Context: an optimization exercise on an open-source flow, tuned for small area, a short achievable clock period and few clock cycles. The choices shown serve that exercise and are no tape-out recipe. RTL that was checked went through simulation tests only; none was proved equivalent to the original. For runs 3 to 7, only the layout was checked, not whether the RTL still works. Power and IR drop assume default switching activity.

==> flow/design.v <==
module xlr8_fdiv
  (input  logic        clk,
   input  logic        rst_n,
   input  logic        start_div,   
   input  logic        start_nop,   
   input  logic [31:0] numer,
   input  logic [31:0] denom,
   output logic        fin,
   output logic [31:0] result);
   logic [3:0]  cnt;         
   logic        busy;
   logic        rnd;         
   logic [22:0] dvs;         
   logic [25:0] dvs3;        
   logic [24:0] dvd;         
   logic [25:0] x;
   logic [26:0] t1, t2, t3;
   logic [1:0]  q_dig;
   logic [24:0] d_nxt;
   always_comb begin
      x  = {dvd, 1'b0};
      t1 = {1'b0, x} - {3'b001, dvs};
      t2 = {1'b0, x} - {2'b01, dvs, 1'b0};
      t3 = {1'b0, x} - {1'b0, dvs3};
      if (!t3[26]) begin
         q_dig = 2'd3;
         d_nxt = {t3[23:0], 1'b0};
      end
      else if (!t2[26]) begin
         q_dig = 2'd2;
         d_nxt = {t2[23:0], 1'b0};
      end
      else if (!t1[26]) begin
         q_dig = 2'd1;
         d_nxt = {t1[23:0], 1'b0};
      end
      else begin
         q_dig = 2'd0;
         d_nxt = {x[23:0], 1'b0};
      end
   end
   logic [7:0]  exp_n, exp_d, exp_q;
   logic        n_nan, d_nan, n_inf, d_inf, n_0, d_0;
   logic        norm;
   logic [22:0] inc, m_rnd;
   logic [31:0] q_out;
   always_comb begin
      exp_n = numer[30:23];
      exp_d = denom[30:23];
      n_nan = (exp_n == 8'hff) && (numer[22:0] != 0);
      d_nan = (exp_d == 8'hff) && (denom[22:0] != 0);
      n_inf = (exp_n == 8'hff) && (numer[22:0] == 0);
      d_inf = (exp_d == 8'hff) && (denom[22:0] == 0);
      n_0 = (exp_n == 0);
      d_0 = (exp_d == 0);
      norm = result[25];
      exp_q = exp_n - exp_d + 8'd126 + {7'd0, norm};
      inc = result[24:2] + 23'd1;
      if (norm)          
        m_rnd = result[1] ? inc : result[24:2];
      else               
        m_rnd = (result[1] && result[0]) ? {inc[21:0], 1'b0}
                                         : {result[23:2], result[1] | result[0]};
      if (n_nan || d_nan || (n_0 && d_0) || (n_inf && d_inf))
        q_out = 32'h7fffffff;
      else if (n_inf || d_0)
        q_out = {numer[31] ^ denom[31], 8'hff, 23'h0};
      else if (n_0 || d_inf)
        q_out = {numer[31] ^ denom[31], 31'h0};
      else
        q_out = {numer[31] ^ denom[31], exp_q, m_rnd};
   end
   assign busy = (cnt != 4'd0);
   assign fin  = (cnt == 4'd1);
   always_ff @(posedge clk or negedge rst_n)
     if (!rst_n) begin
        cnt <= 4'd0;
        rnd <= 1'b0;
     end
     else begin
        rnd <= fin;
        if (start_div)
          cnt <= 4'd12;
        else if (busy)
          cnt <= cnt - 4'd1;
     end
   always_ff @(posedge clk)
     begin
        dvs <= denom[22:0];
        dvs3 <= {2'b01, denom[22:0]} + {1'b1, denom[22:0], 1'b0};
     end
   always_ff @(posedge clk)
     if (start_div || busy)
       dvd <= d_nxt;
     else
       dvd <= {2'b01, numer[22:0]};
   always_ff @(posedge clk or negedge rst_n)
     if (!rst_n)
       result <= 32'h0;
     else if (start_nop)
       result <= 32'h0;
     else if (start_div || busy)
       result <= {result[29:0], q_dig};
     else if (rnd)
       result <= q_out;
endmodule  
`timescale 1 ns / 1 ns
module xlr8_xf
  (input  logic        clk,
   input  logic        rstn,
   input  logic [5:0]  adr,
   input  logic [7:0]  dbus_in,
   output logic [7:0]  dbus_out,
   input  logic        iore,
   input  logic        iowe,
   output logic        out_en,
   output logic        start_div,   
   output logic        start_nop,   
   input  logic        fin,         
   input  logic [31:0] result);
   logic [6:0] ctrl_reg;
   logic       flag;       
   logic       unsup;      
   logic       ctrl_we;
   logic       status_re;
   logic       start;
   logic [7:0] rbyte;
   logic [7:0] creg;
   assign ctrl_we   = iowe && (adr == 6'h10);
   assign status_re = iore && (adr == 6'h11);
   assign start     = ctrl_we && dbus_in[6];
   assign start_div = start && (dbus_in[2:0] == 3'd3);
   assign start_nop = start && (dbus_in[2:0] != 3'd3);
   assign out_en = iore && !adr[5] &&
                   (adr[4] ? (adr[3:1] == 3'b000) : (adr[3:2] == 2'b11));
   always_comb begin
      case (adr[1:0])
        2'd0:    rbyte = result[7:0];
        2'd1:    rbyte = result[15:8];
        2'd2:    rbyte = result[23:16];
        default: rbyte = result[31:24];
      endcase
      creg = adr[0] ? {flag, unsup, 6'h00} : {1'b0, ctrl_reg};
      dbus_out = adr[4] ? creg : rbyte;
   end
   always_ff @(posedge clk or negedge rstn)
     if (!rstn)
       ctrl_reg <= 7'h00;
     else if (ctrl_we)
       ctrl_reg <= dbus_in[6:0];
   always_ff @(posedge clk or negedge rstn)
     if (!rstn) begin
        flag  <= 1'b0;
        unsup <= 1'b0;
     end
     else if (start_nop) begin
        flag  <= 1'b1;
        unsup <= 1'b1;
     end
     else if (fin) begin
        flag  <= 1'b1;
        unsup <= 1'b0;
     end
     else if (start) begin
        flag  <= 1'b0;
        unsup <= 1'b0;
     end
     else if (status_re)
       flag <= 1'b0;
endmodule
`timescale 1 ns / 1 ns
module xlr8_float_div
  (input  logic        clk,
   input  logic        rstn,
   input  logic [5:0]  adr,
   input  logic [7:0]  dbus_in,
   output logic [7:0]  dbus_out,
   input  logic        iore,
   input  logic        iowe,
   output logic        out_en,
   input  logic [31:0] opa,    
   input  logic [31:0] opb     
   );
   logic        start_div;
   logic        start_nop;
   logic        fin;
   logic [31:0] result;
   xlr8_xf xf_inst
     (.clk       (clk),
      .rstn      (rstn),
      .adr       (adr),
      .dbus_in   (dbus_in),
      .dbus_out  (dbus_out),
      .iore      (iore),
      .iowe      (iowe),
      .out_en    (out_en),
      .start_div (start_div),
      .start_nop (start_nop),
      .fin       (fin),
      .result    (result));
   xlr8_fdiv fdiv_inst
     (.clk       (clk),
      .rst_n     (rstn),
      .start_div (start_div),
      .start_nop (start_nop),
      .numer     (opa),
      .denom     (opb),
      .fin       (fin),
      .result    (result));
endmodule
==> flow/run.sh <==
#!/bin/bash
# synth_recipe.tcl (not shown) runs the flow's synth.tcl, then flattens the netlist and writes it again
# the make line also repeats each setting of config.mk as NAME=value (left out here)
make -C /OpenROAD-flow-scripts/flow DESIGN_CONFIG=/design/flow/config.mk WORK_HOME=/design/flow/orfs CLKGATE_MAP_FILE= SYNTH_SCRIPT=/design/flow/synth_recipe.tcl finish
==> flow/config.mk <==
export PLATFORM = sky130hd
export DESIGN_NAME = xlr8_float_div
export DESIGN_NICKNAME = xlr8_float_div
export VERILOG_FILES = /design/flow/design.v
export SDC_FILE = /design/flow/constraint.sdc
export NUM_CORES = 4
export LEC_CHECK = 0
export CAP_MARGIN = 20
export CORE_MARGIN = 2
export CORE_UTILIZATION = 60
export SETUP_SLACK_MARGIN = 2.0
export SLEW_MARGIN = 20
==> flow/constraint.sdc <==
create_clock -name core_clock -period 5.0 [get_ports {clk}]
set_input_delay 1.0000 -clock core_clock [delete_from_list [all_inputs] [get_ports {clk}]]
set_output_delay 1.0000 -clock core_clock [all_outputs]
set_load 0.01 [all_outputs]
==> results of run 1 <==
## worst max path at each step
| stage | startpoint | to | slack, ns | depth (start not counted) |
|---|---|---|---|---|
| 4_1_cts | adr[1] | out_en | 1.91 | 6 |
| 3_5_place_dp | adr[1] | fdiv_inst.dvd[6] | 0.72 | 10 |
| 6_report | fdiv_inst.dvs[1] | fdiv_inst.dvd[24] | 1.84 | 13 |
| 5_1_grt | fdiv_inst.dvd[0] | fdiv_inst.dvd[24] | 1.80 | 13 |
| 2_1_floorplan | opb[0] | fdiv_inst.dvs3[23] | 1.89 | 13 |
| 3_3_place_gp | adr[1] | fdiv_inst.dvd[20] | 0.81 | 11 |
## stage by stage
| step | std cells | power [W] | cell area (sq um) | setup slack [ns] | util [%] |
|---|---|---|---|---|---|
| 5_1_grt | 1842 | 0.01079 | 14780 | 1.799 | 81.72 |
| 3_5_place_dp | 1720 | 0.006983 | 12300 | 0.7243 | 68.00 |
| 3_3_place_gp | 1720 | 0.006903 | 12300 | 0.8127 | 68.00 |
| 6_report | 1842 | 0.01021 | 14780 | 1.836 | 81.72 |
| 2_1_floorplan | 1451 | 0.005857 | 11310 | 1.893 | - |
| 4_1_cts | 1804 | 0.009017 | 13890 | 1.913 | 76.82 |
## routing by layer
| metal | global-route usage (%) | vias to the layer above | routed length (um) |
|---|---|---|---|
| met3 | 5.060 | 182 | 2820 |
| met4 | 17.12 | 0 | 2223 |
| li1 | - | 5542 | - |
| met5 | 0 | - | 0 |
| met1 | 41.02 | 5457 | 13950 |
| met2 | 60.35 | 652 | 17410 |
## kinds of logic after synthesis
family / count (synthesis)
simple gates: 419
flops: 119
xor+xnor: 103
compound gates: 468
buf+inv: 197
fa+ha+maj: 127
mux: 18
## area by class of cell
cell class | count | area (sq um)
well taps | 229 | 286.5
multi-input cells | 1139 | 8866
inverters | 134 | 508.0
fillers | 1184 | 3306
clock inverters | 12 | 187.7
clock buffers | 19 | 464.2
repair buffers | 190 | 1831
flip-flops and latches | 119 | 2638
## repair_timing
| action | 4_1_cts | 5_1_grt |
|---|---|---|
| cloned | 3 | 4 |
| hold endpoints to repair | 0 | 0 |
| endpoints found under the setup margin | 81 | 70 |
| resized for setup | 206 | 140 |
| buffers inserted | 50 | 34 |
| pin swaps | 46 | 63 |
## power by group
part | total (W) | leakage, nW | internal [W] | switching [W]
combinational | 0.00694 | 5.05 | 0.00312 | 0.00381
clock | 0.00138 | 0.320 | 0.000882 | 0.000495
sequential | 0.00189 | 1.15 | 0.00132 | 0.000568
## placed cells by master, fill, tap and decap left out, types with 45 or more instances in the layout
cell type        count
nor2_1             101
buf_4               77
clkdlybuf4s50_1     49
ha_1               105
a21oi_1            104
xnor2_1             71
inv_1              125
dfxtp_1             62
nand2_1            120
o21ai_0             78
dfrtp_1             45
## critical path: stages, from the launching register on
cell and delay (ns):
dfxtp_4 0.37, inv_1 0.08, ha_1 0.27, nor2b_1 0.16, o2111ai_2 0.27, and3_4 0.25
nor3_1 0.07, or3_4 0.43, o21ai_4 0.20, buf_4 0.15, nand4_4 0.18, buf_4 0.24
a21oi_1 0.22, or3_1 0.19
## cell usage after synthesis, drive strengths merged, types with 13 or more instances
cell type / count / area (sq um)
xor2: 32 / 280.3
nand4: 20 / 146.4
a21o: 25 / 187.7
buf: 16 / 91.34
dfxtp: 73 / 1461
ha: 122 / 1526
nor2: 109 / 421.7
nor4: 15 / 93.84
o221ai: 20 / 175.2
o21ai: 127 / 646.9
o21bai: 16 / 120.1
xnor2: 71 / 621.9
a31oi: 23 / 143.9
inv: 134 / 503.0
a211oi: 30 / 230.2
nand2b: 22 / 137.6
clkbuf: 47 / 176.4
a21oi: 126 / 634.4
o22ai: 13 / 81.33
o21a: 16 / 120.1
mux2i: 14 / 140.1
and3: 20 / 125.1
nor3: 27 / 135.1
nand2: 126 / 478.0
nand3: 38 / 195.2
dfrtp: 46 / 1151
==> impl_metrics.tcl, run 1 <==
set metrics [dict create \
    fin_skew_ns 0.01112 \
    min_path_type "reg -> reg" \
    tns_ns 0 \
    slew_headroom_pct 28.75 \
    start_util_pct 61.64 \
    tightestPinTransition_ns 1.069 \
    crit_path_start_kind "flip-flop" \
    rrSetupSlack_ns 1.84 \
    endpoint_kind "flip-flop" \
    cts_tree "yes" \
    yosysSeqAreaShare_pct 23.43 \
    antenna_found_initial 0 \
    rr_worst_depth 13 \
    grt_overflow 0 \
    syn_area_sq_um 11150 \
    portBuffers 89 \
    grt_pass1_wl_um 54590 \
    grt_pass1_vias 11010 \
    max_cap_violations 0 \
    synth_edf_count 0 \
    min_from "xf_inst.unsup" \
    layout.nets 1810 \
    largest-register "fdiv_inst.result" \
    cp.required_ns 5.37 \
    viasPerCell 6.424 \
    synth_fp_nets 1660 \
    vdd_ir_drop_max_uv 350.6 \
    die_w_um 140.3 \
    synth.avg_cell_area_sq_um 7.683 \
    drive_gt1_share_pct 21.02 \
    cp_data_arrival_time_ns 3.54 \
    post_drt_wl_per_cell_um 19.76 \
    insertion_delay_ns 0.43 \
    drc 0 \
    outcome "complete, no violations" \
    timing.fmax_mhz 316.1 \
    top_regs "fdiv_inst.result x32, fdiv_inst.dvd x25, fdiv_inst.dvs3 x25" \
    first_iter_violations 1281 \
    synth_compound_area_share_pct 26.70 \
    synth-async-reset-ratio_pct 38.66 \
    dieArea_sq_um 19690 \
    synth_seq_cells 119 \
    cts_hold_buf 0 \
    powerDensity_nw_per_um2 690.6 \
    synthSimpleGateAreaFrac_pct 18.31 \
    min_to "xf_inst.unsup" \
    holdPathStages 2 \
    min_period_ns 3.164 \
    synth_xor_xnor_area_share_pct 8.092 \
    numCtsBuffers 17 \
    root_buffer "clkbuf_16" \
    row_count 49 \
    diodes 0 \
    gp_congestion 0.8963 \
    path_max_fanout 5 \
    yosys_warnings 2 \
    rsz0062_at_grt "yes" \
    crit_type "reg -> reg" \
    synthMuxAreaShare_pct 1.964 \
    die-height_um 140.3 \
    grt_max_degree 59 \
    via_count 11830 \
    timing.rr.start "fdiv_inst.dvs[1]" \
    yosysUniqueCellTypes 78 \
    fin_crit_sh_pct 63.27 \
    io_pins 91 \
    ant_nets 0 \
    grt_usage_pct 34.35 \
    drt-total-wl_um 36400 \
    synth_ff_type "dfxtp_1" \
    finalSetupViolCount 0 \
    core_area_sq_um 18090 \
    dp.final_hpwl_um 23000 \
    area.growth.synth_to_final_pct 32.58 \
    power_leakage_nw 6.524 \
    largest_reg_flops 32 \
    clkTransAtPathRegs_ns 0.06 \
    synthAdderAreaFrac_pct 14.59 \
    clockBufferDepth 2 \
    hold_violations 0 \
    final_max_slew_viol_count 0 \
    timing.hold.ws_ns 0.5158 \
    synthCells 1451 \
    synth_top_family_by_area "compound AO/OA/AOI/OAI gates" \
    cts_sinks 119 \
    cts-htree-levels 4 \
    rr_endpoint "fdiv_inst.dvd[24]" \
    drt_pass1_iterations 8 \
]
Testbench counts, summed over its fixed seeds: cycles 43,200.
==> inputs of run 2 (changes only) <==
--- a/flow/config.mk
+++ b/flow/config.mk
@@ -7,6 +7,6 @@
 export LEC_CHECK = 0
 export CAP_MARGIN = 20
 export CORE_MARGIN = 2
-export CORE_UTILIZATION = 60
+export CORE_UTILIZATION = 40
 export SETUP_SLACK_MARGIN = 2.0
 export SLEW_MARGIN = 20
==> impl_metrics.tcl, run 2 <==
set metrics [dict create \
    syn_area_sq_um 11150 \
    cp_data_arrival_time_ns 2.00 \
    synth_fp_nets 1660 \
    synth_top_area_share_pct 13.69 \
    layout.nets 1781 \
    grt_pass1_vias 10530 \
    fin_skew_ns 0.01964 \
    clockBufferDepth 2 \
    crit_path_start_kind "primary input" \
    worst_path_largest_cell_delay_ns 0.57 \
    yosysUniqueCellTypes 78 \
    final_max_slew_viol_count 0 \
    drt_pass1_iterations 5 \
    slew_headroom_pct 57.11 \
    viasPerCell 5.596 \
    vdd_ir_drop_max_uv 311.7 \
    drc 0 \
    yosysMostFrequentCell "inv_1" \
    diodes 0 \
    row_count 61 \
    cp.required_ns 4.00 \
    dp.final_hpwl_um 24740 \
    min_period_ns 3.003 \
    path_max_fanout 3 \
    root_buffer "clkbuf_16" \
    fin_util_pct 52.14 \
    portBuffers 89 \
    final_cell_mix "inv_1, nand2_1, ha_1" \
    post_drt_wl_per_cell_um 17.40 \
    finalPower_w 0.009204 \
    synth_seq_cells 119 \
    cts_tree "yes" \
    cpMaxStageDelayCell "or4b_4" \
    yosys_warnings 2 \
    setup_slack_ns 1.997 \
    endpoint_kind "primary output" \
    first_iter_violations 510 \
    io_pins 91 \
    synth_commonest_cells "inv_1, a21oi_1, nand2_1" \
    ant_nets 0 \
    grt_overflow 0 \
    clkTransAtPathRegs_ns 0.06 \
    dieArea_sq_um 29220 \
    outcome "complete, no violations" \
    hold_violations 0 \
    via_count 10980 \
    final_common_cell "inv_1" \
    largest-register "fdiv_inst.result" \
    tns_ns 0 \
    finalSetupViolCount 0 \
    die_w_um 170.9 \
    largest_reg_flops 32 \
    synth-async-reset-ratio_pct 38.66 \
    antenna_found_initial 0 \
    numCtsBuffers 17 \
    drive_gt1_share_pct 17.87 \
    cts_sinks 119 \
    yosysSeqAreaShare_pct 23.43 \
    synth_ff_type "dfxtp_1" \
    fin_crit_sh_pct 60.06 \
    insertion_delay_ns 0.43 \
    grt_pass1_wl_um 53310 \
    start_util_pct 40.35 \
    tightestPinTransition_ns 0.6434 \
    max_cap_violations 0 \
    synthCells 1451 \
    synth.avg_cell_area_sq_um 7.683 \
    cts-htree-levels 4 \
    grt_usage_pct 23.01 \
    timing.hold.ws_ns 0.5001 \
    grt_max_degree 59 \
    rsz0062_at_grt "yes" \
    yosys.area.top_type "ha_1" \
    timing.fmax_mhz 333.0 \
    powerDensity_nw_per_um2 638.9 \
    crit_buf_inv 2 \
    fill_cells 2684 \
    crit_chain "buf_6, or4b_4, o21ai_2, and3b_1, buf_2" \
    die-height_um 170.9 \
    critical-path-top-delay-family "simple AND/OR/NAND/NOR gates" \
    place_ws_ns 0.6931 \
    power_leakage_nw 6.275 \
    synthTopCellsByArea "ha_1, dfxtp_1, dfrtp_1, a21oi_1, xnor2_1" \
    drt-total-wl_um 34140 \
    core_area_sq_um 27630 \
    synth_edf_count 0 \
    crit_type "in -> out" \
    min_path_type "reg -> reg" \
    top_regs "fdiv_inst.result x32, fdiv_inst.dvd x25, fdiv_inst.dvs3 x25" \
    area.growth.synth_to_final_pct 29.23 \
    gp_congestion 0.9299 \
]
run 2: metal layers:
metal | routed length (um) | track usage, % | vias up
met1 | 15170 | 29.07 | 5137
met3 | 1479 | 2.730 | 51
met5 | 0 | 0 | -
met4 | 859 | 8.290 | 0
met2 | 16620 | 40.35 | 309
li1 | - | - | 5483
run 2: final cells by class:
cell class / count / area, sq um / area share [%]
multi-input cells: 1138 / 8693 / 60.34
clock buffers: 18 / 450.4 / 3.127
clock inverters: 13 / 135.1 / 0.9380
repair buffers: 162 / 1520 / 10.55
inverters: 134 / 505.5 / 3.509
flip-flops and latches: 119 / 2629 / 18.25
well taps: 378 / 473.0 / 3.283
run 2: report_power, final:
| group | internal, W | switching (W) |
|---|---|---|
| Clock | 0.000728 | 0.000526 |
| Combinational | 0.00273 | 0.00333 |
| Sequential | 0.00132 | 0.000565 |
| Total | 0.00478 | 0.00442 |
run 2: worst reg2reg max path, stage by stage, from the launching register on:
cell and delay, ns:
dfxtp_4 0.38, ha_4 0.24, o211ai_1 0.27, a21oi_4 0.07, o41ai_4 0.34, a2111oi_2 0.12, buf_4 0.17, o21a_4 0.22
a211o_1 0.32, buf_6 0.20, nand2_8 0.14, nor2_1 0.08, a311o_1 0.32
run 2: metrics by stage:
step | instance area [sq um] | std cells
after floorplan | 11310 | 1451
after global placement | 12520 | 1873
after detailed placement | 12520 | 1873
after CTS | 13940 | 1944
after global routing | 14410 | 1962
final | 14410 | 1962
run 2: cell families after synthesis:
group                      count (synthesis)  share of synthesized area, %
xor gates and xnor gates                 103                         8.092
muxes                                     18                         1.964
AOI/OAI and AO/OA                        468                         26.70
and+or+nand+nor                          419                         18.31
adders and majority gates                127                         14.59
DFF                                      119                         23.43
buffers and inverters                    197                         6.914
run 2: path summary, 6_finish.rpt:
| check | from | depth (start not counted) | end | slack, ns |
|---|---|---|---|---|
| setup / recovery | adr[3] | 5 | out_en | 2.00 |
| hold / removal | xf_inst.unsup | 2 | xf_inst.unsup | 0.50 |
| setup reg to reg | fdiv_inst.dvd[2] | 12 | fdiv_inst.dvd[22] | 2.00 |
| hold reg to reg | xf_inst.unsup | 2 | xf_inst.unsup | 0.50 |
| max in group asynchronous | rstn | 2 | fdiv_inst.result[1] | 3.88 |
| min in group asynchronous | rstn | 2 | fdiv_inst.result[30] | 0.66 |
run 2: what timing repair did:
item / 4_1_cts / 5_1_grt
resized for setup: 183 / 88
setup buffers: 39 / 16
gates cloned: 1 / 2
endpoints found under the setup margin: 79 / 64
pin swaps: 42 / 37
hold buffers: 0 / 0
==> inputs of run 3 (changes only) <==
--- a/flow/design.v
+++ b/flow/design.v
@@ -1,4 +1,5 @@
 module xlr8_fdiv
+  #(parameter K = 1)
   (input  logic        clk,
    input  logic        rst_n,
    input  logic        start_div,   
@@ -7,42 +8,30 @@
    input  logic [31:0] denom,
    output logic        fin,
    output logic [31:0] result);
-   logic [3:0]  cnt;         
+   localparam NCYC = 28 / K;    
+   logic [4:0]  cnt;         
    logic        busy;
    logic        rnd;         
    logic [22:0] dvs;         
-   logic [25:0] dvs3;        
    logic [24:0] dvd;         
-   logic [25:0] x;
-   logic [26:0] t1, t2, t3;
-   logic [1:0]  q_dig;
-   logic [24:0] d_nxt;
+   logic [24:0] d_row [0:K];
+   logic [K-1:0] q_row;
+   logic [25:0] t_row [0:K-1];
    always_comb begin
-      x  = {dvd, 1'b0};
-      t1 = {1'b0, x} - {3'b001, dvs};
-      t2 = {1'b0, x} - {2'b01, dvs, 1'b0};
-      t3 = {1'b0, x} - {1'b0, dvs3};
-      if (!t3[26]) begin
-         q_dig = 2'd3;
-         d_nxt = {t3[23:0], 1'b0};
-      end
-      else if (!t2[26]) begin
-         q_dig = 2'd2;
-         d_nxt = {t2[23:0], 1'b0};
-      end
-      else if (!t1[26]) begin
-         q_dig = 2'd1;
-         d_nxt = {t1[23:0], 1'b0};
-      end
-      else begin
-         q_dig = 2'd0;
-         d_nxt = {x[23:0], 1'b0};
+      d_row[0] = dvd;
+      for (int i = 0; i < K; i++) begin
+         t_row[i] = {1'b0, d_row[i]} - {2'b01, dvs};
+         q_row[K-1-i] = !t_row[i][25];
+         d_row[i+1] = t_row[i][25] ? {d_row[i][23:0], 1'b0}
+                                   : {t_row[i][23:0], 1'b0};
       end
    end
    logic [7:0]  exp_n, exp_d, exp_q;
    logic        n_nan, d_nan, n_inf, d_inf, n_0, d_0;
-   logic        norm;
-   logic [22:0] inc, m_rnd;
+   logic        norm, stcky, g, r;
+   logic [27:0] q_adjst;
+   logic [25:0] q_inc_g;
+   logic [24:0] q_rnd;
    logic [31:0] q_out;
    always_comb begin
       exp_n = numer[30:23];
@@ -53,14 +42,15 @@
       d_inf = (exp_d == 8'hff) && (denom[22:0] == 0);
       n_0 = (exp_n == 0);
       d_0 = (exp_d == 0);
-      norm = result[25];
+      norm = result[27];
+      q_adjst = norm ? {1'b0, result[27:1]} : result[27:0];
       exp_q = exp_n - exp_d + 8'd126 + {7'd0, norm};
-      inc = result[24:2] + 23'd1;
-      if (norm)          
-        m_rnd = result[1] ? inc : result[24:2];
-      else               
-        m_rnd = (result[1] && result[0]) ? {inc[21:0], 1'b0}
-                                         : {result[23:2], result[1] | result[0]};
+      stcky = q_adjst[0] || (|dvd);
+      g = q_adjst[2];
+      r = q_adjst[1];
+      q_inc_g = q_adjst[27:2] + 26'd1;
+      q_rnd[0] = (g && !r && !stcky) ? 1'b0 : q_inc_g[1];
+      q_rnd[24:1] = q_inc_g[25:2];
       if (n_nan || d_nan || (n_0 && d_0) || (n_inf && d_inf))
         q_out = 32'h7fffffff;
       else if (n_inf || d_0)
@@ -68,30 +58,27 @@
       else if (n_0 || d_inf)
         q_out = {numer[31] ^ denom[31], 31'h0};
       else
-        q_out = {numer[31] ^ denom[31], exp_q, m_rnd};
+        q_out = {numer[31] ^ denom[31], exp_q, q_rnd[22:0]};
    end
-   assign busy = (cnt != 4'd0);
-   assign fin  = (cnt == 4'd1);
+   assign busy = (cnt != 5'd0);
+   assign fin = (NCYC == 1) ? start_div : (busy && cnt == 5'd1);
    always_ff @(posedge clk or negedge rst_n)
      if (!rst_n) begin
-        cnt <= 4'd0;
+        cnt <= 5'd0;
         rnd <= 1'b0;
      end
      else begin
         rnd <= fin;
         if (start_div)
-          cnt <= 4'd12;
+          cnt <= NCYC[4:0] - 5'd1;
         else if (busy)
-          cnt <= cnt - 4'd1;
+          cnt <= cnt - 5'd1;
      end
    always_ff @(posedge clk)
-     begin
-        dvs <= denom[22:0];
-        dvs3 <= {2'b01, denom[22:0]} + {1'b1, denom[22:0], 1'b0};
-     end
+     dvs <= denom[22:0];
    always_ff @(posedge clk)
      if (start_div || busy)
-       dvd <= d_nxt;
+       dvd <= d_row[K];
      else
        dvd <= {2'b01, numer[22:0]};
    always_ff @(posedge clk or negedge rst_n)
@@ -100,7 +87,7 @@
      else if (start_nop)
        result <= 32'h0;
      else if (start_div || busy)
-       result <= {result[29:0], q_dig};
+       result <= {result[31-K:0], q_row};
      else if (rnd)
        result <= q_out;
 endmodule  
--- a/flow/config.mk
+++ b/flow/config.mk
@@ -8,5 +8,4 @@
 export CAP_MARGIN = 20
 export CORE_MARGIN = 2
 export CORE_UTILIZATION = 40
-export SETUP_SLACK_MARGIN = 2.0
 export SLEW_MARGIN = 20
==> impl_metrics.tcl, run 3 <==
set metrics [dict create \
    io_pins 91 \
    min_to "fdiv_inst.dvd[1]" \
    fin_crit_sh_pct 84.50 \
    synth_top_area_share_pct 16.63 \
    diodes 0 \
    rsz0062_at_grt "no" \
    max_cap_violations 0 \
    start_util_pct 40.89 \
    min_path_type "reg -> reg" \
    vdd_ir_drop_max_uv 259.8 \
    comb_power_share_pct 55.9 \
    finalSetupViolCount 0 \
    syn_area_sq_um 7072 \
    powerDensity_nw_per_um2 593.9 \
    fill_cells 1718 \
    regArea_sq_um 2137 \
    drive_gt1_share_pct 6.575 \
    fin_skew_ns 0.008317 \
    multiInputGateArea_sq_um 4452 \
    rr_worst_depth 12 \
    top_regs "fdiv_inst.result x32, fdiv_inst.dvd x25, fdiv_inst.dvs x23" \
    holdPathStages 2 \
    post_cts_resized 0 \
    rr_endpoint "fdiv_inst.result[29]" \
    tightestPinTransition_ns 0.7338 \
    p_sw_w 0.002263 \
    synthCells 877 \
    synth_edf_count 0 \
    core_area_sq_um 17300 \
    root_buffer "clkbuf_16" \
    clockBufferDepth 2 \
    drc 0 \
    final_max_slew_viol_count 0 \
    gp_congestion 0.8871 \
    p_clk_share_pct 14.0 \
    hold_violations 0 \
    first_iter_violations 462 \
    yosysSeqAreaShare_pct 30.22 \
    endpoint_kind "primary output" \
    grt_pass1_wl_um 31850 \
    grt_pass1_vias 6151 \
    path_max_fanout 12 \
    worst_path_largest_cell_delay_ns 0.77 \
    crit_path_start_kind "primary input" \
    numCtsBuffers 9 \
    synth_commonest_cells "nand2_1, a21oi_1, o21ai_0" \
    grt_use_met1_pct 31.59 \
    min_from "fdiv_inst.dvd[0]" \
    use_met2_pct 31.79 \
    yosys.area.top_type "dfrtp_1" \
    final_cell_mix "nand2_1, clkdlybuf4s50_1, a21oi_1" \
    drt_pass1_iterations 4 \
    rrSetupSlack_ns 1.78 \
    fin_util_pct 48.63 \
    cp_data_arrival_time_ns 3.22 \
    viasPerCell 5.542 \
    seqPwrFrac_pct 30.1 \
    crit_type "in -> out" \
    crit_top_cell "clkdlybuf4s50_1" \
    ant_nets 0 \
    die_w_um 137.0 \
    finalPower_w 0.004996 \
    largest_reg_flops 32 \
    min_period_ns 4.225 \
    grt_usage_pct 21.58 \
    synth.avg_cell_area_sq_um 8.064 \
    crit_chain "clkdlybuf4s50_1, buf_4, mux2i_1, o21ai_0, o221a_2, clkdlybuf4s50_1" \
    cpMaxStageDelayCell "clkdlybuf4s50_1" \
    yosysMostFrequentCell "nand2_1" \
    grt_max_degree 66 \
    drt-total-wl_um 19340 \
    yosys_warnings 4 \
    cts_tree "yes" \
    cp.required_ns 4.00 \
    clkTransAtPathRegs_ns 0.07 \
    dieArea_sq_um 18760 \
    switching_share_pct 45.30 \
    synth-async-reset-ratio_pct 49.47 \
    row_count 48 \
    grt-busiest-layer "met2" \
    synth_seq_cells 95 \
    cts-htree-levels 3 \
    area.growth.synth_to_final_pct 18.95 \
    portBuffers 89 \
    antenna_found_initial 0 \
    cts_hold_buf 0 \
    cts_sinks 95 \
    insertion_delay_ns 0.36 \
    yosysUniqueCellTypes 73 \
    synth_ff_type "dfxtp_1" \
    synth_fp_nets 1001 \
    synthTopCellsByArea "dfrtp_1, dfxtp_1, ha_1, a21oi_1, nand2_1" \
    timing.fmax_mhz 236.7 \
    place_area_sq_um 8120 \
    via_count 6473 \
    grt_overflow 0 \
    slew_headroom_pct 51.08 \
    layout.nets 1063 \
    cts_setup_buffers 0 \
    largest-register "fdiv_inst.result" \
    final_common_cell "nand2_1" \
    setup_slack_ns 0.7750 \
    met3_usage_pct 3.852 \
    fin_area_sq_um 8412 \
    timing.rr.start "fdiv_inst.result[27]" \
    dp.final_hpwl_um 14390 \
    outcome "complete, no violations" \
    intPower_w 0.002733 \
    power_leakage_nw 3.510 \
    tns_ns 0 \
    post_drt_wl_per_cell_um 16.56 \
    die-height_um 137.0 \
    place_ws_ns 0.7978 \
]
-- run 3: cell types whose count changed in the layout (fill, tap and decap cells not counted), sizes merged, moves of 40 or more --
cell and delta:
a21oi -47, nor2 -59, ha -82, buf -70
inv -70, clkdlybuf4s50 +40, o21ai -54
-- run 3: cell type report --
| type | count | share of cell area, % |
|---|---|---|
| multi-input cells | 660 | 52.92 |
| flip-flops and latches | 95 | 25.41 |
| repair buffers | 102 | 11.69 |
| well taps | 225 | 3.347 |
| clock buffers | 12 | 3.183 |
| inverters | 71 | 3.168 |
| clock inverters | 3 | 0.2826 |
-- run 3: critical path, delay by kind of cell --
kind                   cells  cell delay (ns)
buffers and inverters      3             1.53
AO/OA/AOI/OAI              2             0.41
multiplexers               1             0.28
-- run 3: power groups by stage --
stage	Sequential, W	Clock [W]	Combinational (W)
2_1_floorplan	0.00127	0	0.00236
3_3_place_gp	0.00151	0	0.00275
3_5_place_dp	0.00150	0	0.00278
4_1_cts	0.00149	0.000719	0.00279
5_1_grt	0.00154	0.000750	0.00317
6_report	0.00150	0.000701	0.00279
-- run 3: cells by family (layout without fill, tap and decap cells) --
group,after synthesis,in the layout,share of synthesized area (%)
AOI/OAI and AO/OA,265,265,24.72
DFF,95,95,30.22
muxes,38,38,5.768
and+or+nand+nor,260,260,17.68
buffers and inverters,122,188,7.166
adders and majority gates,42,42,7.643
xor gates and xnor gates,55,55,6.812
-- run 3: worst max path at each step --
stage                                    start              endpoint  slack (ns)  cells after the start
final                                   adr[0]           dbus_out[2]        0.78                      6
after detailed placement                adr[0]           dbus_out[2]        0.80                      6
after global placement                  adr[0]           dbus_out[2]        0.85                      6
after global routing                    adr[0]           dbus_out[2]        0.66                      6
after CTS                               adr[0]           dbus_out[2]        0.78                      6
after floorplan           fdiv_inst.result[27]  fdiv_inst.result[21]        1.59                     15
-- run 3: through the flow --
step           instances  hold slack, ns
2_1_floorplan        877          0.4448
3_3_place_gp        1153          0.4711
3_5_place_dp        1153          0.4824
4_1_cts             1168          0.4929
5_1_grt             1168          0.5371
6_report            1168          0.4934
-- run 3: per-layer routing --
layer | vias up | share of wire (%)
met1 | 3028 | 50
li1 | 3264 | -
met2 | 154 | 43
met5 | - | 0
met4 | 0 | 1.9
met3 | 27 | 4.7
==> inputs of run 4 (changes only) <==
--- a/flow/design.v
+++ b/flow/design.v
@@ -1,5 +1,5 @@
 module xlr8_fdiv
-  #(parameter K = 1)
+  #(parameter K = 2)
   (input  logic        clk,
    input  logic        rst_n,
    input  logic        start_div,   
==> impl_metrics.tcl, run 4 <==
set metrics [dict create \
    outcome "complete, no violations" \
    cts_hold_buf 0 \
    die-height_um 150.5 \
    viasPerCell 5.617 \
    drt-total-wl_um 27050 \
    largest-register "fdiv_inst.result" \
    min_from "xf_inst.ctrl_reg[3]" \
    grt_pass1_wl_um 43010 \
    fin_skew_ns 0.01267 \
    clockBufferDepth 2 \
    rr_worst_depth 22 \
    grt_overflow 0 \
    cts-htree-levels 3 \
    path_depth 22 \
    crit_buf_inv 4 \
    grt_pass1_vias 8430 \
    final_max_slew_viol_count 0 \
    first_iter_violations 731 \
    io_pins 91 \
    grt_usage_pct 24.06 \
    portBuffers 89 \
    via_count 8773 \
    cpMaxStageDelayCell "a2111oi_4" \
    antenna_found_initial 0 \
    post_drt_wl_per_cell_um 17.32 \
    synth_fp_nets 1244 \
    cp_data_arrival_time_ns 5.10 \
    instances_no_fill 1562 \
    min_path_type "reg -> reg" \
    numCtsBuffers 9 \
    drc 0 \
    critical-path-top-delay-family "compound AO/OA/AOI/OAI gates" \
    final_cell_mix "buf_4, nor2_1, a21oi_1" \
    clkTransAtPathRegs_ns 0.08 \
    timing.rr.start "fdiv_inst.dvs[5]" \
    diodes 0 \
    finalSetupViolCount 0 \
    start_util_pct 40.82 \
    synth.avg_cell_area_sq_um 7.823 \
    crit_chain "inv_4, ha_4, o21a_1, o211ai_1, a211o_1, o21ai_4, a41oi_2, a211oi_4, buf_12, buf_12, mux2_4, ha_4, a21o_4, nor4_4, o21ai_2, a2111oi_4, o21ai_2, buf_4, a211o_1, a21o_1, o211ai_1, a21oi_1" \
    min_period_ns 4.852 \
    yosys_warnings 4 \
    fill_cells 1964 \
    worst_path_largest_cell_delay_ns 0.42 \
    max_cap_violations 0 \
    syn_area_sq_um 8582 \
    area.growth.synth_to_final_pct 33.47 \
    min_to "xf_inst.ctrl_reg[3]" \
    largest_reg_flops 32 \
    path_max_fanout 6 \
    top_regs "fdiv_inst.result x32, fdiv_inst.dvd x25, fdiv_inst.dvs x23" \
    holdPathStages 1 \
    cts_sinks 95 \
    synth_top_area_share_pct 13.70 \
    grt_max_degree 48 \
    yosysMostFrequentCell "a21oi_1" \
    slew_headroom_pct 51.76 \
    rsz0062_at_grt "yes" \
    gp_congestion 0.8905 \
    synth_edf_count 0 \
    yosysUniqueCellTypes 78 \
    drive_gt1_share_pct 21.37 \
    synth_commonest_cells "a21oi_1, nor2_1, nand2_1" \
    core_area_sq_um 21020 \
    drt_pass1_iterations 5 \
    cts_tree "yes" \
    ant_nets 0 \
    synthTopCellsByArea "dfrtp_1, dfxtp_1, ha_1, a21oi_1, xnor2_1" \
    dp.final_hpwl_um 19760 \
    worstSetupStartpoint "fdiv_inst.dvs[5]" \
    endpoint_kind "flip-flop" \
    yosysSeqAreaShare_pct 24.90 \
    crit_path_start_kind "flip-flop" \
    setup_slack_ns 0.1483 \
    hold_violations 0 \
    root_buffer "clkbuf_16" \
    tightestPinTransition_ns 0.7222 \
    row_count 53 \
    crit_type "reg -> reg" \
    power_leakage_nw 4.800 \
    insertion_delay_ns 0.37 \
    place_ws_ns -0.4036 \
    rrSetupSlack_ns 0.15 \
    synth_seq_cells 95 \
    cp.required_ns 5.25 \
    synthCells 1097 \
    die_w_um 150.5 \
    powerDensity_nw_per_um2 815.7 \
    final_common_cell "buf_4" \
    dieArea_sq_um 22640 \
    vdd_ir_drop_max_uv 303.4 \
    yosys.area.top_type "dfrtp_1" \
    fin_crit_sh_pct 97.03 \
    rr_endpoint "fdiv_inst.dvd[20]" \
    layout.nets 1429 \
    finalPower_w 0.009344 \
    timing.fmax_mhz 206.1 \
    synth_ff_type "dfxtp_1" \
    place_inst 1531 \
    synth-async-reset-ratio_pct 49.47 \
]
run 4: changes by cell type after synthesis, moves of 21 or more:
cell,change
a21oi_1,+27
xnor2_1,+21
clkbuf_1,+22
nor2_1,+54
a211oi_1,+30
ha_1,+22
run 4: cell type report:
type                            instances  area, sq um  share of cell area, %
Clock inverter                          7        63.81                 0.5571
Timing Repair Buffer                  242         2108                  18.41
Inverter                               69        261.5                  2.283
Sequential cell                        95         2141                  18.69
Clock buffer                            9        225.2                  1.966
Multi-Input combinational cell        865         6311                  55.10
Tap cell                              275        344.1                  3.004
run 4: cells by family (layout without fill, tap and decap cells):
| kind of cell | count (synthesis) | after routing | share of synthesized area, % |
|---|---|---|---|
| fa+ha+maj | 65 | 65 | 9.739 |
| mux | 40 | 40 | 5.423 |
| simple gates | 336 | 336 | 18.76 |
| compound gates | 344 | 344 | 26.49 |
| xor+xnor | 80 | 80 | 8.164 |
| buf+inv | 137 | 327 | 6.517 |
| flops | 95 | 95 | 24.90 |
run 4: metrics by stage:
| step | instance area [sq um] | utilization, % | hold slack [ns] | TNS, ns |
|---|---|---|---|---|
| finish | 11450 | 54.49 | 0.5172 | 0 |
| global route | 11450 | 54.49 | 0.5524 | -0.1921 |
| CTS | 11160 | 53.07 | 0.5286 | 0 |
| detailed placement | 10590 | 50.37 | 0.5089 | -7.754 |
| global placement | 10590 | 50.37 | 0.4850 | -7.080 |
| floorplan | 8588 | - | 0.4677 | 0 |
run 4: routing by layer:
metal  GRT usage [%]  vias up  wire [um]
met4           5.425        0        466
met3           3.970       31       1652
met5               0        -          0
li1                -     4329          -
met1           32.40     4176      12260
met2           40.36      237      12670
run 4: power breakdown:
group / leakage (nW) / internal (W) / switching [W]
sequential: 0.975 / 0.00107 / 0.000389
combinational: 3.69 / 0.00360 / 0.00357
clock: 0.136 / 0.000349 / 0.000356
total: 4.80 / 0.00503 / 0.00432
run 4: how the worst max path moves through the flow:
stage,endpoint,slack [ns]
after floorplan,fdiv_inst.dvd[23],0.05
after global placement,fdiv_inst.dvd[16],-0.39
after detailed placement,fdiv_inst.dvd[16],-0.40
after CTS,fdiv_inst.dvd[16],0.03
after global routing,fdiv_inst.dvd[21],-0.06
final,fdiv_inst.dvd[20],0.15
run 4: timing repair:
action | in CTS | in global routing
pin swaps | 16 | 34
buffers inserted | 8 | 8
resized for setup | 32 | 46
endpoints found under the setup margin | 25 | 24
==> inputs of run 5 (changes only) <==
--- a/flow/design.v
+++ b/flow/design.v
@@ -1,5 +1,5 @@
 module xlr8_fdiv
-  #(parameter K = 2)
+  #(parameter K = 1)
   (input  logic        clk,
    input  logic        rst_n,
    input  logic        start_div,   
--- a/flow/config.mk
+++ b/flow/config.mk
@@ -8,4 +8,5 @@
 export CAP_MARGIN = 20
 export CORE_MARGIN = 2
 export CORE_UTILIZATION = 40
+export SETUP_SLACK_MARGIN = 2.0
 export SLEW_MARGIN = 20
==> impl_metrics.tcl, run 5 <==
set metrics [dict create \
    drc 0 \
    diodes 0 \
    clockBufferDepth 2 \
    cts_sinks 95 \
    dp.final_hpwl_um 14570 \
    grt_pass1_wl_um 32620 \
    outcome "complete, no violations" \
    yosys_warnings 4 \
    final_max_slew_viol_count 0 \
    fin_skew_ns 0.007518 \
    syn_area_sq_um 7072 \
    synth_compound_area_share_pct 24.72 \
    synth-async-reset-ratio_pct 49.47 \
    ant_nets 0 \
    cp.required_ns 4.00 \
    synth_xor_xnor_area_share_pct 6.812 \
    power_leakage_nw 3.735 \
    min_path_type "reg -> reg" \
    synthSimpleGateAreaFrac_pct 17.68 \
    worst_path_largest_cell_delay_ns 0.29 \
    insertion_delay_ns 0.35 \
    gp_congestion 0.8712 \
    fin_util_pct 51.66 \
    die_w_um 137.0 \
    setup_slack_ns 1.988 \
    fin_crit_sh_pct 60.23 \
    via_count 6725 \
    numCtsBuffers 9 \
    post_drt_wl_per_cell_um 17.50 \
    place_ws_ns 0.7335 \
    synthMuxAreaShare_pct 5.768 \
    final_cell_mix "nand2_1, a21oi_1, inv_1, clkdlybuf4s50_1, o21ai_0" \
    synth.avg_cell_area_sq_um 8.064 \
    drt_pass1_iterations 5 \
    vdd_ir_drop_max_uv 266.8 \
    met3_usage_pct 2.889 \
    cp_data_arrival_time_ns 2.01 \
    top_regs "fdiv_inst.result x32, fdiv_inst.dvd x25, fdiv_inst.dvs x23" \
    drive_gt1_share_pct 15.10 \
    yosysMostFrequentCell "nand2_1" \
    rsz0062_at_grt "yes" \
    core_area_sq_um 17300 \
    synth_seq_cells 95 \
    dieArea_sq_um 18760 \
    endpoint_kind "primary output" \
    synthAdderAreaFrac_pct 7.643 \
    rrSetupSlack_ns 2.13 \
    largest-register "fdiv_inst.result" \
    cpMaxStageDelayCell "o221a_2" \
    synth_top_family_by_area "compound AO/OA/AOI/OAI gates" \
    crit_path_start_kind "primary input" \
    grt_pass1_vias 6290 \
    synth_edf_count 0 \
    synthCells 877 \
    crit_chain "buf_8, buf_8, buf_6, mux2i_1, o21ai_1, o221a_2, buf_6" \
    yosysUniqueCellTypes 73 \
    drt-total-wl_um 20860 \
    grt_overflow 0 \
    path_max_fanout 7 \
    synthTopCellsByArea "dfrtp_1, dfxtp_1, ha_1, a21oi_1, nand2_1" \
    max_cap_violations 0 \
    tns_ns 0 \
    use_met2_pct 33.78 \
    yosysSeqAreaShare_pct 30.22 \
    antenna_found_initial 0 \
    io_pins 91 \
    row_count 48 \
    finalPower_w 0.005181 \
    powerDensity_nw_per_um2 579.9 \
    cts_tree "yes" \
    viasPerCell 5.642 \
    grt_max_degree 66 \
    finalSetupViolCount 0 \
    yosys.area.top_type "dfrtp_1" \
    critical-path-top-delay-family "buffers and inverters" \
    cts_hold_buf 0 \
    start_util_pct 40.89 \
    crit_buf_inv 4 \
    root_buffer "clkbuf_16" \
    min_period_ns 3.012 \
    crit_type "in -> out" \
    synth_fp_nets 1001 \
    cts-htree-levels 3 \
    synth_top_area_share_pct 16.63 \
    hold_violations 0 \
    synth_commonest_cells "nand2_1, a21oi_1, o21ai_0" \
    synth_ff_type "dfxtp_1" \
    grt_usage_pct 22.15 \
    area.growth.synth_to_final_pct 26.34 \
    timing.fmax_mhz 332.0 \
    slew_headroom_pct 57.31 \
    clkTransAtPathRegs_ns 0.07 \
    grt-busiest-layer "met2" \
    portBuffers 89 \
    largest_reg_flops 32 \
    final_common_cell "nand2_1" \
    layout.nets 1086 \
    tightestPinTransition_ns 0.6403 \
    first_iter_violations 555 \
    die-height_um 137.0 \
    grt_use_met1_pct 32.08 \
]
run 5: layout make-up:
| cell class | count | area, sq um |
|---|---|---|
| clock buffer | 14 | 286.5 |
| clock inverter | 2 | 17.52 |
| fill | 1665 | 8362 |
| inverter | 71 | 266.5 |
| multi-input combinational | 663 | 4775 |
| sequential | 95 | 2138 |
| tap | 225 | 281.5 |
| timing repair buffer | 122 | 1170 |
run 5: per-layer routing:
layer  up-vias  wire length (um)
li1       3320                 -
met1      3187             10190
met2       193              9284
met3        25              1033
met4         0               350
met5         -                 0
run 5: per-stage QoR:
stage / cells / cell area [sq um] / hold slack [ns]
after floorplan: 877 / 7088 / 0.4448
after global placement: 1154 / 8150 / 0.4877
after detailed placement: 1154 / 8150 / 0.4938
after CTS: 1179 / 8612 / 0.5083
after global routing: 1192 / 8935 / 0.5369
final: 1192 / 8935 / 0.5062
run 5: cells by family after synthesis:
family                   after synthesis
AO/OA/AOI/OAI                        265
XOR/XNOR                              55
adder cells (fa/ha/maj)               42
buffers and inverters                122
flip-flops                            95
multiplexers                          38
AND/OR/NAND/NOR                      260
run 5: final timing paths:
path | cells past startpoint | to | start
worst min register to register | 2 | fdiv_inst.dvd[1] | fdiv_inst.dvd[0]
min in group asynchronous | 2 | fdiv_inst.cnt[3] | rstn
worst min-delay path | 2 | fdiv_inst.dvd[1] | fdiv_inst.dvd[0]
worst max-delay path | 7 | dbus_out[5] | adr[0]
worst max register to register | 9 | fdiv_inst.dvd[17] | fdiv_inst.dvd[18]
max in group asynchronous | 2 | fdiv_inst.result[27] | rstn
run 5: timing repair:
item	4_1_cts	5_1_grt
gates resized for setup	101	59
pin swaps	18	42
setup endpoints to repair	73	45
gates cloned	0	3
buffers inserted	9	10
run 5: worst min-delay path, delay by kind of cell (launching register included):
| family | cells | cell delay (ns) |
|---|---|---|
| DFF | 1 | 0.33 |
| AOI/OAI and AO/OA | 1 | 0.07 |
| and+or+nand+nor | 1 | 0.06 |
run 5: power by group:
group	switching, W	internal (W)	total, W
Sequential	0.000426	0.00108	0.00150
Clock	0.000301	0.000403	0.000704
Combinational	0.00162	0.00136	0.00297
==> inputs of run 6 (changes only) <==
--- a/flow/config.mk
+++ b/flow/config.mk
@@ -5,8 +5,9 @@
 export SDC_FILE = /design/flow/constraint.sdc
 export NUM_CORES = 4
 export LEC_CHECK = 0
+export ABC_CLOCK_PERIOD_IN_PS = 2500
 export CAP_MARGIN = 20
 export CORE_MARGIN = 2
 export CORE_UTILIZATION = 40
-export SETUP_SLACK_MARGIN = 2.0
+export SETUP_SLACK_MARGIN = 2.5
 export SLEW_MARGIN = 20
==> impl_metrics.tcl, run 6 <==
set metrics [dict create \
    root_buffer "clkbuf_16" \
    timing.rr.start "fdiv_inst.result[27]" \
    instances_no_fill 1232 \
    min_path_type "reg -> reg" \
    fill_cells 1534 \
    numCtsBuffers 9 \
    place_area_sq_um 8287 \
    fin_area_sq_um 10090 \
    dp.final_hpwl_um 14610 \
    synth_top_area_share_pct 16.63 \
    max_cap_violations 0 \
    regArea_sq_um 2145 \
    via_count 7209 \
    endpoint_kind "primary output" \
    first_iter_violations 550 \
    path_max_fanout 6 \
    finalSetupViolCount 0 \
    clockBufferDepth 2 \
    grt_max_degree 66 \
    drive_gt1_share_pct 28.10 \
    slew_headroom_pct 39.08 \
    powerDensity_nw_per_um2 605.8 \
    cts_hold_buf 0 \
    io_pins 91 \
    min_from "fdiv_inst.cnt[1]" \
    vdd_ir_drop_max_uv 262.7 \
    syn_area_sq_um 7072 \
    timing.fmax_mhz 329.1 \
    final_common_cell "nand2_1" \
    p_clk_share_pct 11.6 \
    synth_seq_cells 95 \
    row_count 48 \
    place_inst 1152 \
    grt_usage_pct 24.57 \
    synth_commonest_cells "nand2_1, a21oi_1, o21ai_0" \
    portBuffers 89 \
    fin_crit_sh_pct 60.78 \
    fin_skew_ns 0.008298 \
    cp_data_arrival_time_ns 2.04 \
    finalPower_w 0.006110 \
    gp_congestion 0.8728 \
    drt-total-wl_um 23820 \
    yosys_warnings 4 \
    cp.required_ns 4.00 \
    seqPwrFrac_pct 25.3 \
    clkTransAtPathRegs_ns 0.07 \
    antenna_found_initial 0 \
    start_util_pct 40.89 \
    die-height_um 137.0 \
    drt_pass1_iterations 5 \
    synth-async-reset-ratio_pct 49.47 \
    rsz0062_at_grt "yes" \
    final_cell_mix "nand2_1, inv_1, a21oi_1" \
    yosysMostFrequentCell "nand2_1" \
    p_sw_w 0.002816 \
    area.growth.synth_to_final_pct 42.62 \
    synth_ff_type "dfxtp_1" \
    switching_share_pct 46.09 \
    crit_type "in -> out" \
    synth_edf_count 0 \
    final_max_slew_viol_count 0 \
    post_drt_wl_per_cell_um 19.33 \
    grt_pass1_wl_um 35450 \
    grt_overflow 0 \
    synth_fp_nets 1001 \
    core_area_sq_um 17300 \
    comb_power_share_pct 63.1 \
    outcome "complete, no violations" \
    cts-htree-levels 3 \
    synthTopCellsByArea "dfrtp_1, dfxtp_1, ha_1, a21oi_1, nand2_1" \
    cts_sinks 95 \
    largest_reg_flops 32 \
    multiInputGateArea_sq_um 5405 \
    hold_violations 0 \
    insertion_delay_ns 0.36 \
    cts_tree "yes" \
    min_period_ns 3.039 \
    tightestPinTransition_ns 0.9128 \
    synth.avg_cell_area_sq_um 8.064 \
    grt_pass1_vias 6515 \
    drc 0 \
    tns_ns 0 \
    intPower_w 0.003294 \
    worstSetupStartpoint "adr[0]" \
    yosysSeqAreaShare_pct 30.22 \
    diodes 0 \
    power_leakage_nw 4.176 \
    layout.nets 1126 \
    timing.hold.ws_ns 0.5053 \
    ant_nets 0 \
    yosysUniqueCellTypes 73 \
    yosys.area.top_type "dfrtp_1" \
    viasPerCell 5.851 \
    largest-register "fdiv_inst.result" \
    crit_path_start_kind "primary input" \
    die_w_um 137.0 \
    dieArea_sq_um 18760 \
    synthCells 877 \
    top_regs "fdiv_inst.result x32, fdiv_inst.dvd x25, fdiv_inst.dvs x23" \
]
[run 6: cell counts after synthesis]
Identical to the previous run, type by type.
[run 6: cells by family after synthesis]
logic type | synth area share (%)
mux | 5.768
flops | 30.22
compound gates | 24.72
simple gates | 17.68
fa+ha+maj | 7.643
buf+inv | 7.166
xor+xnor | 6.812
[run 6: critical path, cell delays in order]
cell     delay [ns]
buf_12         0.11
buf_12         0.13
buf_4          0.13
mux2i_1        0.18
o21ai_1        0.09
o221a_2        0.27
buf_6          0.12
[run 6: area by class of cell]
cell class              count  share of cell area, %
multi-input cells         668                  53.59
flip-flops and latches     95                  21.26
repair buffers            157                  16.70
well taps                 225                  2.791
inverters                  71                  2.717
clock buffers              10                  2.481
clock inverters             6                 0.4590
[run 6: path summary, 6_finish.rpt]
path,slack (ns),cells after the start,end
setup / recovery,1.96,7,dbus_out[5]
hold / removal,0.51,2,fdiv_inst.cnt[1]
setup reg to reg,2.28,10,fdiv_inst.result[21]
hold reg to reg,0.51,2,fdiv_inst.cnt[1]
max in group asynchronous,3.78,2,fdiv_inst.result[27]
min in group asynchronous,0.73,2,fdiv_inst.cnt[4]
[run 6: what timing repair did]
item                       in CTS  in global routing
buffers inserted               31                 20
gates cloned                   10                  3
setup endpoints to repair      80                 69
resized for setup             246                 95
pin swaps                      79                 65
[run 6: power by group through the flow]
stage | Clock [W] | Sequential (W) | Combinational (W)
global placement | 0 | 0.00152 | 0.00288
global route | 0.000748 | 0.00158 | 0.00419
CTS | 0.000714 | 0.00151 | 0.00340
finish | 0.000706 | 0.00155 | 0.00386
floorplan | 0 | 0.00127 | 0.00254
detailed placement | 0 | 0.00151 | 0.00292
[run 6: routing by layer]
metal	global-route usage (%)	wire [um]
met1	35.27	10800
met3	4.778	1586
met5	0	0
met2	36.98	10800
met4	7.789	633
[run 6: per-stage QoR]
step                      setup WS, ns  utilization [%]
after floorplan                  2.107                -
after global placement          0.8561            47.91
after detailed placement        0.8427            47.91
after CTS                        1.955            55.02
after global routing             1.939            58.31
final                            1.961            58.31
==> inputs of run 7 (changes only) <==
--- a/flow/design.v
+++ b/flow/design.v
@@ -1,5 +1,5 @@
 module xlr8_fdiv
-  #(parameter K = 1)
+  #(parameter K = 2)
   (input  logic        clk,
    input  logic        rst_n,
    input  logic        start_div,   
--- a/flow/config.mk
+++ b/flow/config.mk
@@ -5,9 +5,9 @@
 export SDC_FILE = /design/flow/constraint.sdc
 export NUM_CORES = 4
 export LEC_CHECK = 0
-export ABC_CLOCK_PERIOD_IN_PS = 2500
+export ABC_CLOCK_PERIOD_IN_PS = 2400
 export CAP_MARGIN = 20
 export CORE_MARGIN = 2
 export CORE_UTILIZATION = 40
-export SETUP_SLACK_MARGIN = 2.5
+export SETUP_SLACK_MARGIN = 2.0
 export SLEW_MARGIN = 20
==> impl_metrics.tcl, run 7 <==
set metrics [dict create \
    outcome "complete, no violations" \
    row_count 53 \
    dp.final_hpwl_um 19720 \
    start_util_pct 40.82 \
    antenna_found_initial 1 \
    drt-total-wl_um 29190 \
    io_pins 91 \
    clockBufferDepth 2 \
    min_path_type "reg -> reg" \
    synth_top_area_share_pct 13.70 \
    yosys.area.top_type "dfrtp_1" \
    powerDensity_nw_per_um2 812.4 \
    yosysMostFrequentCell "a21oi_1" \
    critical-path-top-delay-family "compound AO/OA/AOI/OAI gates" \
    drt_pass1_iterations 5 \
    largest-register "fdiv_inst.result" \
    grt_max_degree 61 \
    cp_data_arrival_time_ns 5.12 \
    area.growth.synth_to_final_pct 45.31 \
    cts_tree "yes" \
    synth_fp_nets 1244 \
    via_count 9003 \
    gp_congestion 0.8777 \
    path_max_fanout 5 \
    cts_sinks 95 \
    layout.nets 1431 \
    min_period_ns 4.871 \
    final_common_cell "buf_4" \
    finalSetupViolCount 0 \
    grt_overflow 0 \
    synth.avg_cell_area_sq_um 7.823 \
    timing.fmax_mhz 205.3 \
    synth_commonest_cells "a21oi_1, nor2_1, nand2_1" \
    yosysSeqAreaShare_pct 24.90 \
    synthCells 1097 \
    crit_type "reg -> reg" \
    grt_pass1_vias 8504 \
    largest_reg_flops 32 \
    max_cap_violations 0 \
    timing.hold.ws_ns 0.5140 \
    cts-htree-levels 3 \
    vdd_ir_drop_max_uv 347.3 \
    yosys_warnings 4 \
    worst_path_largest_cell_delay_ns 0.34 \
    rsz0062_at_grt "yes" \
    insertion_delay_ns 0.37 \
    synthTopCellsByArea "dfrtp_1, dfxtp_1, ha_1, a21oi_1, xnor2_1" \
    final_cell_mix "buf_4, nor2_1, nand2_1" \
    drc 0 \
    clkTransAtPathRegs_ns 0.08 \
    fill_cells 1804 \
    place_area_sq_um 10550 \
    grt_usage_pct 25.31 \
    synth_ff_type "dfxtp_1" \
    fin_crit_sh_pct 97.42 \
    core_area_sq_um 21020 \
    ant_nets 0 \
    synth-async-reset-ratio_pct 49.47 \
    synth_seq_cells 95 \
    final_max_slew_viol_count 0 \
    hold_violations 0 \
    tightestPinTransition_ns 0.8868 \
    power_leakage_nw 5.280 \
    portBuffers 89 \
    crit_path_start_kind "flip-flop" \
    synth_edf_count 0 \
    numCtsBuffers 9 \
    post_drt_wl_per_cell_um 18.65 \
    fin_area_sq_um 12470 \
    cpMaxStageDelayCell "a211o_1" \
    die_w_um 150.5 \
    die-height_um 150.5 \
    crit_buf_inv 6 \
    top_regs "fdiv_inst.result x32, fdiv_inst.dvd x25, fdiv_inst.dvs x23" \
    dieArea_sq_um 22640 \
    first_iter_violations 491 \
    crit_top_cell "buf_6" \
    endpoint_kind "flip-flop" \
    root_buffer "clkbuf_16" \
    fin_skew_ns 0.01385 \
    yosysUniqueCellTypes 78 \
    cp.required_ns 5.25 \
    viasPerCell 5.753 \
    slew_headroom_pct 40.52 \
    drive_gt1_share_pct 32.82 \
    syn_area_sq_um 8582 \
    grt_pass1_wl_um 44950 \
]
==> run 7: final timing paths <==
check / startpoint / to / slack, ns / cells after the start
worst max-delay path: fdiv_inst.dvs[6] / fdiv_inst.dvd[6] / 0.13 / 25
worst min-delay path: xf_inst.ctrl_reg[3] / xf_inst.ctrl_reg[3] / 0.51 / 1
worst max register to register: fdiv_inst.dvs[6] / fdiv_inst.dvd[6] / 0.13 / 25
worst min register to register: xf_inst.ctrl_reg[3] / xf_inst.ctrl_reg[3] / 0.51 / 1
max in group asynchronous: rstn / fdiv_inst.result[7] / 3.79 / 2
min in group asynchronous: rstn / fdiv_inst.cnt[0] / 0.73 / 2
==> run 7: layer usage <==
| metal | wire length [um] | GRT usage (%) | up-vias |
|---|---|---|---|
| met5 | 0 | 0 | - |
| met4 | 760 | 8.396 | 0 |
| met3 | 1744 | 3.788 | 50 |
| met2 | 13370 | 40.66 | 279 |
| met1 | 13310 | 34.78 | 4323 |
| li1 | - | - | 4351 |
==> run 7: report_power, final <==
group	total [W]	leakage, nW	internal (W)	switching [W]
clock	0.000844	0.169	0.000497	0.000348
combinational	0.00780	4.14	0.00388	0.00392
sequential	0.00149	0.972	0.00108	0.000414
==> run 7: cell type report <==
cell class                      count  area [sq um]  share of cell area (%)
Multi-Input combinational cell    867          7042                   56.47
Timing Repair Buffer              242          2315                   18.56
Sequential cell                    95          2148                   17.23
Tap cell                          275         344.1                   2.759
Inverter                           69         262.8                   2.107
Clock buffer                        9         225.2                   1.806
Clock inverter                      7         131.4                   1.053
Antenna cell                        1         2.502                 0.02007
==> run 7: stage by stage <==
| stage | power, W | TNS [ns] | util (%) | cells | setup WS [ns] |
|---|---|---|---|---|---|
| 2_1_floorplan | 0.005900 | 0 | - | 1097 | 0.3521 |
| 3_3_place_gp | 0.007636 | -0.09694 | 50.19 | 1489 | -0.05198 |
| 3_5_place_dp | 0.007693 | -0.1618 | 50.19 | 1489 | -0.05899 |
| 4_1_cts | 0.009551 | 0 | 55.95 | 1541 | 0.1818 |
| 5_1_grt | 0.01090 | -0.3436 | 59.31 | 1564 | -0.06157 |
| 6_report | 0.01013 | 0 | 59.32 | 1565 | 0.1288 |
==> run 7: cell families (layout without fill, tap and decap cells) <==
group / count (synthesis) / count (layout) / share of synthesized area (%)
xor gates and xnor gates: 80 / 80 / 8.164
buffers and inverters: 137 / 327 / 6.517
and+or+nand+nor: 336 / 337 / 18.76
other: 0 / 1 / 0
adders and majority gates: 65 / 65 / 9.739
DFF: 95 / 95 / 24.90
AOI/OAI and AO/OA: 344 / 345 / 26.49
muxes: 40 / 40 / 5.423
==> run 7: what timing repair did <==
action / in CTS / in global routing
hold buffers: 0 / 0
setup endpoints to repair: 67 / 59
buffers inserted: 29 / 21
resized for setup: 227 / 152
cloned: 7 / 2
pin swaps: 75 / 86

## afterwards: timing with drivers on the ports
How much do the figures lean on ideal ports? The routed layouts below were timed once more, with nothing changed but the port constraints.
Step 1 sets driving cells, clkbuf_16 on the clock port and buf_2 on the other inputs (assumed; they add their load-dependent delay and slew).
Step 2 times the ports against the registers' clock, not the clock port: input delays grow and output delays shrink by t, the midpoint of the rising clock arrivals with the driver on.
a / b / c = ideal ports / drivers / drivers and shift; a / b = the first two.
| run | t (ns) | setup slack, ns | worst setup path at the end | latest minus earliest clock arrival (ns) | cell pins on the clock port's net |
|---|---|---|---|---|---|
| run 1 | 0.478 | 1.836 / 1.836 / 1.452 | input to register | 0.011 / 0.011 | 1 |
| run 2 | 0.465 | 1.997 / 1.965 / 1.589 | input to register | 0.020 / 0.020 | 1 |
| run 3 | 0.397 | 0.775 / 0.735 / 0.735 | input to output | 0.010 / 0.009 | 1 |
| run 4 | 0.411 | 0.148 / 0.148 / 0.148 | register to register | 0.014 / 0.015 | 1 |
| run 5 | 0.395 | 1.988 / 1.933 / 1.642 | input to register | 0.007 / 0.008 | 1 |
| run 6 | 0.397 | 1.961 / 1.906 / 1.804 | input to register | 0.008 / 0.009 | 1 |
| run 7 | 0.408 | 0.129 / 0.129 / 0.129 | register to register | 0.016 / 0.015 | 1 |
After both steps every run listed still meets setup and hold. For run 2, which loses most, drivers alone change the setup slack by -0.032 ns; drivers and shift together by -0.408 ns.
